Background: an optimization exercise with open tools, aiming at small area and a short achievable clock period. Do not read the settings as production practice. Where RTL was checked, it was by simulation tests only, not by an equivalence proof against the original.

==> nickel <==
Design kalman_range, start of the top module:
module kalman_range (
    input               clk,
    input               rst_n,
    input       [18:0]  f_data_in,
    input       [18:0]  b_data_in,
    output      [6:0]   hex1,
    output      [6:0]   hex2,
    output      [6:0]   hex3,
    output      [6:0]   hex4,
    output      [6:0]   hex5,
    output      [6:0]   hex6,
    output      [6:0]   hex7,
    output      [6:0]   hex8,
    output      [12:0]  distance_data_f,
    output      [12:0]  distance_data_b
);
==> module seg_driver, before the edit <==
module seg_driver(
		input	wire		clk		,
		input	wire		rst_n	,
		input	wire		alive	,	 
		input	wire [12:0]	q_in	,
		input	wire [6:0]	r_in	,
		output	wire [6:0]	hex1	,
		output	wire [6:0]	hex2	,
		output	wire [6:0]	hex3	,
		output	wire [6:0]	hex4	,
		output	wire [6:0]	hex5	,
		output	wire [6:0]	hex6	,
		output	wire [6:0]	hex7	,
		output	wire [6:0]	hex8
	);
		reg		[12:0]	q1;
		reg		[6:0]	r1;
		always @(posedge clk) begin
			q1 <= q_in;
			r1 <= r_in;
		end
		function [3:0] add3;
			input [3:0] d;
			case (d)
				4'd5:    add3 = 4'd8;
				4'd6:    add3 = 4'd9;
				4'd7:    add3 = 4'd10;
				4'd8:    add3 = 4'd11;
				4'd9:    add3 = 4'd12;
				default: add3 = d;
			endcase
		endfunction
		reg		[28:0]	sq;
		reg		[14:0]	sr;
		integer			i;
		always @(*) begin
			sq = {16'd0, q1};
			for (i = 0; i < 13; i = i + 1) begin
				sq[16:13] = add3(sq[16:13]);
				sq[20:17] = add3(sq[20:17]);
				sq[24:21] = add3(sq[24:21]);
				sq = sq << 1;
			end
			sr = {8'd0, r1};
			for (i = 0; i < 7; i = i + 1) begin
				sr[10:7]  = add3(sr[10:7]);
				sr = sr << 1;
			end
		end
		reg		[3:0]	point_3, point_2, point_1, cm_unit, cm_ten;
		reg		[2:0]	cm_hund;
		always @(posedge clk or negedge rst_n) begin
			if(!rst_n)begin
				point_3	<= 4'd8;
				point_2	<= 4'd8;
				point_1	<= 4'd8;
				cm_unit	<= 4'd8;
				cm_ten	<= 4'd8;
				cm_hund	<= 3'd7;
			end
			else begin
				point_3	<= sr[10:7];
				point_2	<= sr[14:11];
				point_1	<= sq[16:13];
				cm_unit	<= sq[20:17];
				cm_ten	<= sq[24:21];
				cm_hund	<= sq[27:25];
			end
		end
		assign hex1 = hex_data(point_3);
		assign hex2 = hex_data(point_2);
		assign hex3 = hex_data(point_1);
		assign hex4 = {1'b0, {6{alive}}};
		assign hex5 = hex_data(cm_unit);
		assign hex6 = hex_data(cm_ten);
		assign hex7 = hex_data({cm_hund[2] & cm_hund[1] ? 4'd8 : {1'b0, cm_hund}});
		assign hex8 = {7{alive}};
		function  [6:0]	hex_data;
			input   [3:0]	data_i;
			begin
				case(data_i)
					4'd0:hex_data = 7'b1000000;
					4'd1:hex_data = 7'b1111001;
					4'd2:hex_data = 7'b0100100;
					4'd3:hex_data = 7'b0110000;
					4'd4:hex_data = 7'b0011001;
					4'd5:hex_data = 7'b0010010;
					4'd6:hex_data = 7'b0000010;
					4'd7:hex_data = 7'b1111000;
					4'd9:hex_data = 7'b0010000;
					default:hex_data = 7'b0000000;
				endcase
			end
		endfunction
	endmodule
Settings: LEC_CHECK=0, CAP_MARGIN=20, CORE_MARGIN=2, CORE_UTILIZATION=40, PLACE_DENSITY=0.6, SLEW_MARGIN=20, SYNTH_HIERARCHICAL=1, SYNTH_MINIMUM_KEEP_SIZE=0; clock period 140.0 ns.
run.sh (not shown) runs the stock make flow with config.mk's settings and CLKGATE_MAP_FILE= SYNTH_SCRIPT=/design/flow/synth_recipe.tcl, a recipe that flattens the netlist after the stock synthesis.
==> violet: changes against nickel <==
--- a/flow/design.v
+++ b/flow/design.v
@@ -1269,14 +1269,10 @@
 		end
 		function [3:0] add3;
 			input [3:0] d;
-			case (d)
-				4'd5:    add3 = 4'd8;
-				4'd6:    add3 = 4'd9;
-				4'd7:    add3 = 4'd10;
-				4'd8:    add3 = 4'd11;
-				4'd9:    add3 = 4'd12;
-				default: add3 = d;
-			endcase
+			add3 = {d[3] | d[2] & (d[1] | d[0]),
+			        d[3] & d[0] | d[2] & ~d[1] & ~d[0],
+			        d[3] & ~d[0] | ~d[2] & d[1] | d[1] & d[0],
+			        d[3] & ~d[0] | ~d[3] & ~d[2] & d[0] | d[2] & d[1] & ~d[0]};
 		endfunction
 		reg		[28:0]	sq;
 		reg		[14:0]	sr;
@@ -1321,24 +1317,29 @@
 		assign hex4 = {1'b0, {6{alive}}};
 		assign hex5 = hex_data(cm_unit);
 		assign hex6 = hex_data(cm_ten);
-		assign hex7 = hex_data({cm_hund[2] & cm_hund[1] ? 4'd8 : {1'b0, cm_hund}});
+		assign hex7 = hex_hund(cm_hund);
 		assign hex8 = {7{alive}};
 		function  [6:0]	hex_data;
-			input   [3:0]	data_i;
-			begin
-				case(data_i)
-					4'd0:hex_data = 7'b1000000;
-					4'd1:hex_data = 7'b1111001;
-					4'd2:hex_data = 7'b0100100;
-					4'd3:hex_data = 7'b0110000;
-					4'd4:hex_data = 7'b0011001;
-					4'd5:hex_data = 7'b0010010;
-					4'd6:hex_data = 7'b0000010;
-					4'd7:hex_data = 7'b1111000;
-					4'd9:hex_data = 7'b0010000;
-					default:hex_data = 7'b0000000;
-				endcase
-			end
+			input   [3:0]	d;
+			hex_data = ~{d[3] | d[2] ^ d[1] | d[1] & ~d[0],						 
+			             d[3] | ~d[1] & ~d[0] | d[2] & ~d[1] | d[2] & ~d[0],	 
+			             ~d[2] & ~d[0] | d[1] & ~d[0],							 
+			             d[3] | ~d[2] & ~d[0] | ~d[2] & d[1] | d[1] & ~d[0] | d[2] & ~d[1] & d[0],	 
+			             d[2] | ~d[1] | d[0],									 
+			             ~d[2] | ~d[1] & ~d[0] | d[1] & d[0],					 
+			             d[3] | d[1] | d[2] & d[0] | ~d[2] & ~d[0]};			 
+		endfunction
+		function  [6:0]	hex_hund;
+			input   [2:0]	d;
+			case (d)
+				3'd0:    hex_hund = 7'b1000000;
+				3'd1:    hex_hund = 7'b1111001;
+				3'd2:    hex_hund = 7'b0100100;
+				3'd3:    hex_hund = 7'b0110000;
+				3'd4:    hex_hund = 7'b0011001;
+				3'd5:    hex_hund = 7'b0010010;
+				default: hex_hund = 7'b0000000;
+			endcase
 		endfunction
 	endmodule
 module kalman_range (
--- a/flow/config.mk
+++ b/flow/config.mk
@@ -5,6 +5,7 @@
 export SDC_FILE = /design/flow/constraint.sdc
 export NUM_CORES = 4
 export LEC_CHECK = 0
+export ABC_AREA = 1
 export CAP_MARGIN = 20
 export CORE_MARGIN = 2
 export CORE_UTILIZATION = 40
==> maple: changes against nickel <==
--- a/flow/design.v
+++ b/flow/design.v
@@ -1269,14 +1269,10 @@
 		end
 		function [3:0] add3;
 			input [3:0] d;
-			case (d)
-				4'd5:    add3 = 4'd8;
-				4'd6:    add3 = 4'd9;
-				4'd7:    add3 = 4'd10;
-				4'd8:    add3 = 4'd11;
-				4'd9:    add3 = 4'd12;
-				default: add3 = d;
-			endcase
+			add3 = {d[3] | d[2] & (d[1] | d[0]),
+			        d[3] & d[0] | d[2] & ~d[1] & ~d[0],
+			        d[3] & ~d[0] | ~d[2] & d[1] | d[1] & d[0],
+			        d[3] & ~d[0] | ~d[3] & ~d[2] & d[0] | d[2] & d[1] & ~d[0]};
 		endfunction
 		reg		[28:0]	sq;
 		reg		[14:0]	sr;
@@ -1321,24 +1317,29 @@
 		assign hex4 = {1'b0, {6{alive}}};
 		assign hex5 = hex_data(cm_unit);
 		assign hex6 = hex_data(cm_ten);
-		assign hex7 = hex_data({cm_hund[2] & cm_hund[1] ? 4'd8 : {1'b0, cm_hund}});
+		assign hex7 = hex_hund(cm_hund);
 		assign hex8 = {7{alive}};
 		function  [6:0]	hex_data;
-			input   [3:0]	data_i;
-			begin
-				case(data_i)
-					4'd0:hex_data = 7'b1000000;
-					4'd1:hex_data = 7'b1111001;
-					4'd2:hex_data = 7'b0100100;
-					4'd3:hex_data = 7'b0110000;
-					4'd4:hex_data = 7'b0011001;
-					4'd5:hex_data = 7'b0010010;
-					4'd6:hex_data = 7'b0000010;
-					4'd7:hex_data = 7'b1111000;
-					4'd9:hex_data = 7'b0010000;
-					default:hex_data = 7'b0000000;
-				endcase
-			end
+			input   [3:0]	d;
+			hex_data = ~{d[3] | d[2] ^ d[1] | d[1] & ~d[0],						 
+			             d[3] | ~d[1] & ~d[0] | d[2] & ~d[1] | d[2] & ~d[0],	 
+			             ~d[2] & ~d[0] | d[1] & ~d[0],							 
+			             d[3] | ~d[2] & ~d[0] | ~d[2] & d[1] | d[1] & ~d[0] | d[2] & ~d[1] & d[0],	 
+			             d[2] | ~d[1] | d[0],									 
+			             ~d[2] | ~d[1] & ~d[0] | d[1] & d[0],					 
+			             d[3] | d[1] | d[2] & d[0] | ~d[2] & ~d[0]};			 
+		endfunction
+		function  [6:0]	hex_hund;
+			input   [2:0]	d;
+			case (d)
+				3'd0:    hex_hund = 7'b1000000;
+				3'd1:    hex_hund = 7'b1111001;
+				3'd2:    hex_hund = 7'b0100100;
+				3'd3:    hex_hund = 7'b0110000;
+				3'd4:    hex_hund = 7'b0011001;
+				3'd5:    hex_hund = 7'b0010010;
+				default: hex_hund = 7'b0000000;
+			endcase
 		endfunction
 	endmodule
 module kalman_range (
==> summary.txt <==
metric                                                                     nickel                       maple                      violet
Status                                                             finished clean              finished clean              finished clean
Routed length per instance                                                20.6 um                     21.4 um                     16.6 um
Min-Delay Startpoint                                   u_seg_driver.r1[0]$_DFF_P_  u_seg_driver.r1[0]$_DFF_P_  u_seg_driver.q1[0]$_DFF_P_
Crit path launch                                                     f_data_in[0]                b_data_in[0]                f_data_in[0]
Aggregate global-route resource usage                                       22.3%                       23.4%                       20.5%
Vert. Die Dim                                                              257 um                      258 um                      255 um
Hold WS                                                                    358 ps                      333 ps                      352 ps
Vias after detailed routing                                                 20500                       20900                       19900
Proportion of cell area spent on the clock network                         0.982%                       1.05%                       1.15%
1st-pass router iterations                                                      6                           6                           7
Mean instance size in the synthesized netlist                          9.33 sq um                  9.33 sq um                  8.24 sq um
Data arrival time at the worst-slack endpoint                            35780 ps                    36120 ps                    35560 ps
Die X-Extent                                                               257 um                      258 um                      255 um
Final Critical Period                                                    35520 ps                    35860 ps                    35280 ps
Met1 Wirelength                                                           31.4 mm                     33.0 mm                     29.9 mm
The RTL of nickel was laid out without a check of its function.

========
==> trial 73 <==
kalman_range, a different RTL version from the one above (not shown whole).
==> flow/config.mk <==
export PLATFORM = sky130hd
export DESIGN_NAME = kalman_range
export DESIGN_NICKNAME = kalman_range
export VERILOG_FILES = /design/flow/design.v
export SDC_FILE = /design/flow/constraint.sdc
export NUM_CORES = 4
export LEC_CHECK = 0
export ABC_AREA = 1
export CAP_MARGIN = 20
export CORE_MARGIN = 2
export CORE_UTILIZATION = 40
export PLACE_DENSITY = 0.6
export SLEW_MARGIN = 20
export SYNTH_HIERARCHICAL = 1
export SYNTH_MINIMUM_KEEP_SIZE = 0
==> flow/constraint.sdc <==
create_clock -name core_clock -period 140.0 [get_ports {clk}]
set_input_delay 28.0000 -clock core_clock [delete_from_list [all_inputs] [get_ports {clk}]]
set_output_delay 28.0000 -clock core_clock [all_outputs]
set_load 0.01 [all_outputs]
standard.sh (not shown) runs the stock make flow with config.mk's settings and CLKGATE_MAP_FILE= SYNTH_SCRIPT=/design/flow/synth_recipe.tcl, a recipe that flattens the netlist after the stock synthesis.
==> flow/flow/run.sh <==
#!/bin/bash
# The standard layout (the standard.sh: ORFS with the standard synthesis),
# with two changes to how it is made, none to the constraints:
# - the port buffers that global placement inserts are buf_1 cells instead of
#   the delay buffers buffer_ports picks on its own (every port still gets its
#   own buffer);
# - ORFS's timing repair aims for 106.5 ns of setup slack instead of 0, so it
#   sizes up the gates of the paths that set the achieved period.
# ORFS writes each step's full log under orfs/logs; make's own output goes to
# flow_make.log here.
set -euo pipefail
export BUFFER_PORTS_ARGS="-buffer_cell sky130_fd_sc_hd__buf_1"
export SETUP_SLACK_MARGIN=106.5
bash standard.sh finish > flow_make.log 2>&1
==> build 18: changes against trial 73 <==
==> flow/flow/run.sh (replaced) <==
#!/bin/bash
# The standard layout (the standard.sh: ORFS with the standard synthesis),
# with the port buffers that global placement inserts made buf_1 cells instead
# of the delay buffers buffer_ports picks on its own. Every port still gets
# its own buffer. ORFS writes each step's full log under orfs/logs; make's own
# output goes to flow_make.log here.
set -euo pipefail
export BUFFER_PORTS_ARGS="-buffer_cell sky130_fd_sc_hd__buf_1"
bash standard.sh finish > flow_make.log 2>&1
==> summary.txt <==
| item | build 18 | trial 73 |
|---|---|---|
| Outcome | timing/DRC/antenna clean | timing/DRC/antenna clean |
| Half-perimeter wire length of the detailed placement result | 50.3 mm | 50.6 mm |
| Initial antenna violation count | 2 | 1 |
| Vias in the first global route | 18,900 | 19,300 |
| Post-cts resize count | 0 | 119 |
| Depth of the most critical reg-to-reg path | 31 | 22 |
| WL/cell | 17.1 um | 17.5 um |
| Peak Freq | 29.1 MHz | 29.7 MHz |
| Delay of the slowest cell on the worst path | 0.53 ns | 0.57 ns |
| Met3 GRT Util | 3.11% | 3.42% |
| Nets@finish | 3,440 | 3,555 |
| Worst Clk Skew | 0.0124 ns | 0.0154 ns |
| Buffers outside the clock class | 128 | 241 |
| # Post-CTS Setup Buffers | 0 | 63 |
| Share of final layout cell area taken by non-clock buffers | 2.16% | 5.78% |
| Non-clock inverter instance count of the final layout | 458 | 460 |
| Place WS | 105.37 ns | 105.39 ns |
| Buffers & Inverters on Critical Path | 4 | 5 |
No run of this note included a check of the RTL's function; only the layout flow was run.

========
==> 11-27: inputs <==
kalman_range, a different RTL version from the one above (not shown whole).
make LEC_CHECK=0 ABC_AREA=1 CAP_MARGIN=20 CORE_MARGIN=2 CORE_UTILIZATION=65 PLACE_DENSITY=0.75 SLEW_MARGIN=20 SYNTH_HIERARCHICAL=1 SYNTH_MINIMUM_KEEP_SIZE=0 finish   # period 140.0 ns
run.sh (not shown) runs the stock make flow with config.mk's settings and CLKGATE_MAP_FILE= SYNTH_SCRIPT=/design/flow/synth_recipe.tcl, a recipe that flattens the netlist after the stock synthesis.
Stock flow here: none of the scripts above is used.
==> 04-25 (differences from 11-27) <==
--- a/flow/design.v
+++ b/flow/design.v
@@ -1662,122 +1662,49 @@
     wire d191 = d142 ^ d146;
     wire d192 = d147 & d149;
     wire d193 = d147 ^ d149;
     wire d194 = d150 & d151;
     wire d195 = d150 ^ d151;
     wire d196 = ~x[18];
     wire d197 = d154 | (d155 & d152);
-    wire d198 = d155 & d153;
-    wire d199 = d158 | (d159 & d156);
-    wire d200 = d159 & d157;
-    wire d201 = d162 | (d163 & d160);
-    wire d202 = d163 & d161;
-    wire d203 = d166 | (d167 & d164);
-    wire d204 = d167 & d165;
-    wire d205 = d170 | (d171 & d168);
-    wire d206 = d171 & d169;
-    wire d207 = d174 | (d175 & d172);
-    wire d208 = d175 & d173;
-    wire d209 = d178 | (d179 & d176);
-    wire d210 = d179 & d177;
-    wire d211 = d182 | (d183 & d180);
-    wire d212 = d183 & d181;
-    wire d213 = d186 | (d187 & d184);
-    wire d214 = d187 & d185;
-    wire d215 = d190 | (d191 & d188);
-    wire d216 = d191 & d189;
-    wire d217 = d194 | (d195 & d192);
-    wire d218 = d195 & d193;
-    wire d219 = d156 | (d157 & d197);
-    wire d220 = d157 & d198;
-    wire d221 = d199 | (d200 & d197);
-    wire d222 = d200 & d198;
-    wire d223 = d164 | (d165 & d201);
-    wire d224 = d165 & d202;
-    wire d225 = d203 | (d204 & d201);
-    wire d226 = d204 & d202;
-    wire d227 = d172 | (d173 & d205);
-    wire d228 = d173 & d206;
-    wire d229 = d207 | (d208 & d205);
-    wire d230 = d208 & d206;
-    wire d231 = d180 | (d181 & d209);
-    wire d232 = d181 & d210;
-    wire d233 = d211 | (d212 & d209);
-    wire d234 = d212 & d210;
-    wire d235 = d188 | (d189 & d213);
-    wire d236 = d189 & d214;
-    wire d237 = d215 | (d216 & d213);
-    wire d238 = d216 & d214;
-    wire d239 = x[18] | (d196 & d217);
-    wire d240 = d196 & d218;
-    wire d241 = d168 | (d169 & d225);
-    wire d242 = d169 & d226;
-    wire d243 = d205 | (d206 & d225);
-    wire d244 = d206 & d226;
-    wire d245 = d227 | (d228 & d225);
-    wire d246 = d228 & d226;
-    wire d247 = d229 | (d230 & d225);
-    wire d248 = d230 & d226;
-    wire d249 = d184 | (d185 & d233);
-    wire d250 = d185 & d234;
-    wire d251 = d213 | (d214 & d233);
-    wire d252 = d214 & d234;
-    wire d253 = d235 | (d236 & d233);
-    wire d254 = d236 & d234;
-    wire d255 = d237 | (d238 & d233);
-    wire d256 = d238 & d234;
-    wire d257 = d176 | (d177 & d247);
-    wire d258 = d177 & d248;
-    wire d259 = d209 | (d210 & d247);
-    wire d260 = d210 & d248;
-    wire d261 = d231 | (d232 & d247);
-    wire d262 = d232 & d248;
-    wire d263 = d233 | (d234 & d247);
-    wire d264 = d234 & d248;
-    wire d265 = d249 | (d250 & d247);
-    wire d266 = d250 & d248;
-    wire d267 = d251 | (d252 & d247);
-    wire d268 = d252 & d248;
-    wire d269 = d253 | (d254 & d247);
-    wire d270 = d254 & d248;
-    wire d271 = d255 | (d256 & d247);
-    wire d272 = d256 & d248;
-    wire d273 = d160 | (d161 & d221);
-    wire d274 = d201 | (d202 & d221);
-    wire d275 = d223 | (d224 & d221);
-    wire d276 = d225 | (d226 & d221);
-    wire d277 = d241 | (d242 & d221);
-    wire d278 = d243 | (d244 & d221);
-    wire d279 = d245 | (d246 & d221);
-    wire d280 = d247 | (d248 & d221);
-    wire d281 = d257 | (d258 & d221);
-    wire d282 = d259 | (d260 & d221);
-    wire d283 = d261 | (d262 & d221);
-    wire d284 = d263 | (d264 & d221);
-    wire d285 = d265 | (d266 & d221);
-    wire d286 = d267 | (d268 & d221);
-    wire d287 = d269 | (d270 & d221);
-    wire d288 = d271 | (d272 & d221);
-    wire d289 = d192 | (d193 & d288);
-    wire d290 = d217 | (d218 & d288);
-    wire d291 = d239 | (d240 & d288);
-    wire d292 = d173 ^ d278;
-    wire d293 = d175 ^ d279;
-    wire d294 = d177 ^ d280;
-    wire d295 = d179 ^ d281;
-    wire d296 = d181 ^ d282;
-    wire d297 = d183 ^ d283;
-    wire d298 = d185 ^ d284;
-    wire d299 = d187 ^ d285;
-    wire d300 = d189 ^ d286;
-    wire d301 = d191 ^ d287;
-    wire d302 = d193 ^ d288;
-    wire d303 = d195 ^ d289;
-    wire d304 = d196 ^ d290;
-    assign q = {d304, d303, d302, d301, d300, d299, d298, d297, d296, d295, d294, d293, d292};
+    wire d198 = d156 | (d157 & d197);
+    wire d199 = d158 | (d159 & d198);
+    wire d200 = d160 | (d161 & d199);
+    wire d201 = d162 | (d163 & d200);
+    wire d202 = d164 | (d165 & d201);
+    wire d203 = d166 | (d167 & d202);
+    wire d204 = d168 | (d169 & d203);
+    wire d205 = d170 | (d171 & d204);
+    wire d206 = d172 | (d173 & d205);
+    wire d207 = d174 | (d175 & d206);
+    wire d208 = d176 | (d177 & d207);
+    wire d209 = d178 | (d179 & d208);
+    wire d210 = d180 | (d181 & d209);
+    wire d211 = d182 | (d183 & d210);
+    wire d212 = d184 | (d185 & d211);
+    wire d213 = d186 | (d187 & d212);
+    wire d214 = d188 | (d189 & d213);
+    wire d215 = d190 | (d191 & d214);
+    wire d216 = d192 | (d193 & d215);
+    wire d217 = d194 | (d195 & d216);
+    wire d218 = x[18] | (d196 & d217);
+    wire d219 = d173 ^ d205;
+    wire d220 = d175 ^ d206;
+    wire d221 = d177 ^ d207;
+    wire d222 = d179 ^ d208;
+    wire d223 = d181 ^ d209;
+    wire d224 = d183 ^ d210;
+    wire d225 = d185 ^ d211;
+    wire d226 = d187 ^ d212;
+    wire d227 = d189 ^ d213;
+    wire d228 = d191 ^ d214;
+    wire d229 = d193 ^ d215;
+    wire d230 = d195 ^ d216;
+    wire d231 = d196 ^ d217;
+    assign q = {d231, d230, d229, d228, d227, d226, d225, d224, d223, d222, d221, d220, d219};
 endmodule
 module mod100(
     input   [18:0]  x,
     input   [12:0]  q,
     output  [6:0]   r
 );
     wire m0 = ~q[0];
==> flow/config.mk (replaced) <==
export PLATFORM = sky130hd
export DESIGN_NAME = kalman_range
export DESIGN_NICKNAME = kalman_range
export VERILOG_FILES = /design/flow/design.v
export SDC_FILE = /design/flow/constraint.sdc
export NUM_CORES = 4
export LEC_CHECK = 0
export ABC_AREA = 1
export CAP_MARGIN = 20
export CORE_MARGIN = 2
export CORE_UTILIZATION = 40
export PLACE_DENSITY = 0.6
export SLEW_MARGIN = 20
export SYNTH_HIERARCHICAL = 1
export SYNTH_MINIMUM_KEEP_SIZE = 0
==> 08-16 (differences from 11-27) <==
==> flow/config.mk (replaced) <==
export PLATFORM = sky130hd
export DESIGN_NAME = kalman_range
export DESIGN_NICKNAME = kalman_range
export VERILOG_FILES = /design/flow/design.v
export SDC_FILE = /design/flow/constraint.sdc
export NUM_CORES = 4
export LEC_CHECK = 0
export ABC_AREA = 1
export CAP_MARGIN = 20
export CORE_MARGIN = 2
export CORE_UTILIZATION = 40
export PLACE_DENSITY = 0.6
export SLEW_MARGIN = 20
export SYNTH_HIERARCHICAL = 1
export SYNTH_MINIMUM_KEEP_SIZE = 0
==> 03-26 (differences from 11-27) <==
==> flow/flow/run.sh (new file) <==
#!/bin/bash
# The standard layout (the standard.sh: ORFS with the standard synthesis),
# with the port buffers that global placement inserts made buf_1 cells instead
# of the delay buffers buffer_ports picks on its own. Every port still gets
# its own buffer. ORFS writes each step's full log under orfs/logs; make's own
# output goes to flow_make.log here.
set -euo pipefail
export BUFFER_PORTS_ARGS="-buffer_cell sky130_fd_sc_hd__buf_1"
bash standard.sh finish > flow_make.log 2>&1
==> flow/standard.sh (new file) <==
#!/bin/bash
# synth_recipe.tcl (not shown) runs the flow's synth.tcl, then flattens the netlist and writes it again
# the make line also repeats each setting of config.mk as NAME=value (left out here)
make -C /OpenROAD-flow-scripts/flow DESIGN_CONFIG=/design/flow/config.mk WORK_HOME=/design/flow/orfs CLKGATE_MAP_FILE= SYNTH_SCRIPT=/design/flow/synth_recipe.tcl "${@:-finish}"
==> flow/config.mk (replaced) <==
export PLATFORM = sky130hd
export DESIGN_NAME = kalman_range
export DESIGN_NICKNAME = kalman_range
export VERILOG_FILES = /design/flow/design.v
export SDC_FILE = /design/flow/constraint.sdc
export NUM_CORES = 4
export LEC_CHECK = 0
export ABC_AREA = 1
export CAP_MARGIN = 20
export CORE_MARGIN = 2
export CORE_UTILIZATION = 40
export PLACE_DENSITY = 0.6
export SLEW_MARGIN = 20
export SYNTH_HIERARCHICAL = 1
export SYNTH_MINIMUM_KEEP_SIZE = 0
removed: flow/run.sh
==> summary.txt <==
quantity                                                        04-25        11-27        08-16        03-26
Result of the run                            timing/DRC/antenna clean  timing/DRC/antenna clean  timing/DRC/antenna clean  timing/DRC/antenna clean
Worst-path maximum fanout                                           5           14           14           14
Placed cell area                                          0.0229 mm^2  0.0235 mm^2  0.0239 mm^2  0.0232 mm^2
Die width                                                      235 um       189 um       240 um       240 um
Post-Route Hold Slack                                        0.338 ns     0.330 ns     0.331 ns     0.338 ns
Clk_buf instances                                                  11            9           13            9
Pin count of the biggest net entering global routing               56           65           53           65
Number of combinational gates with multiple inputs               1854         2034         2034         2034
Clock period minus final worst setup slack                   36.82 ns     35.13 ns     35.07 ns     34.74 ns
Area of the multi-input gates                             0.0172 mm^2  0.0180 mm^2  0.0180 mm^2  0.0180 mm^2
R2r setup slk                                               131.96 ns    132.31 ns    132.32 ns    132.25 ns
Fin cells                                                        3198         3158         3460         3458
Multi-input combinational area share                            73.8%        75.6%        74.4%        76.6%
Met3 usage in global routing                                    3.71%        6.86%        2.92%        3.50%
Worst-skew pair later-pin latency                             0.37 ns      0.38 ns      0.36 ns      0.39 ns
Cell with the largest stage delay on the worst path   clkdlybuf4s50_1         fa_1         fa_1         fa_1
Number of placed cells counting well taps                        3182         3142         3443         3441
No run of this note included a check of the RTL's function; only the layout flow was run.

## afterwards: timing with drivers on the ports
No port has a modelled driver above. Below, the same layouts with a new extraction and two added sets of constraints. Step 1 assumes that a clkbuf_16 drives the clock port and a buf_2 every other input. Step 2, shift: input delay + t, output delay - t, t = (earliest + latest rising clock arrival at the registers) / 2. This alone moves slack from input paths to output paths. Three values: no drivers, after step 1, after step 2; two values: the first two.
run | t (ns) | slack for setup (ns) | slew at the worst register clock pin (ns) | worst data-port slew with drivers (ns) | pins driven straight from the clock port
nickel | 0.425 | 104.479 / 104.513 / 104.088 | 0.07 / 0.07 | 0.06 | 1
violet | 0.437 | 104.724 / 104.756 / 104.319 | 0.08 / 0.08 | 0.06 | 1
maple | 0.447 | 104.138 / 104.175 / 103.728 | 0.09 / 0.09 | 0.05 | 1
trial 73 | 0.412 | 106.377 / 106.383 / 105.971 | 0.07 / 0.07 | 0.12 | 1
build 18 | 0.412 | 105.659 / 105.689 / 105.277 | 0.07 / 0.07 | 0.10 | 1
11-27 | 0.426 | 104.871 / 104.906 / 104.480 | 0.09 / 0.09 | 0.06 | 1
04-25 | 0.422 | 103.182 / 103.121 / 103.543 | 0.08 / 0.08 | 0.04 | 1
08-16 | 0.407 | 104.932 / 104.963 / 104.556 | 0.08 / 0.08 | 0.07 | 1
03-26 | 0.432 | 105.257 / 105.289 / 104.856 | 0.08 / 0.08 | 0.07 | 1
After both steps setup and hold are still met in every run listed. The setup slack of maple, which loses most, moves by +0.037 ns with the drivers and by -0.410 ns with both steps.
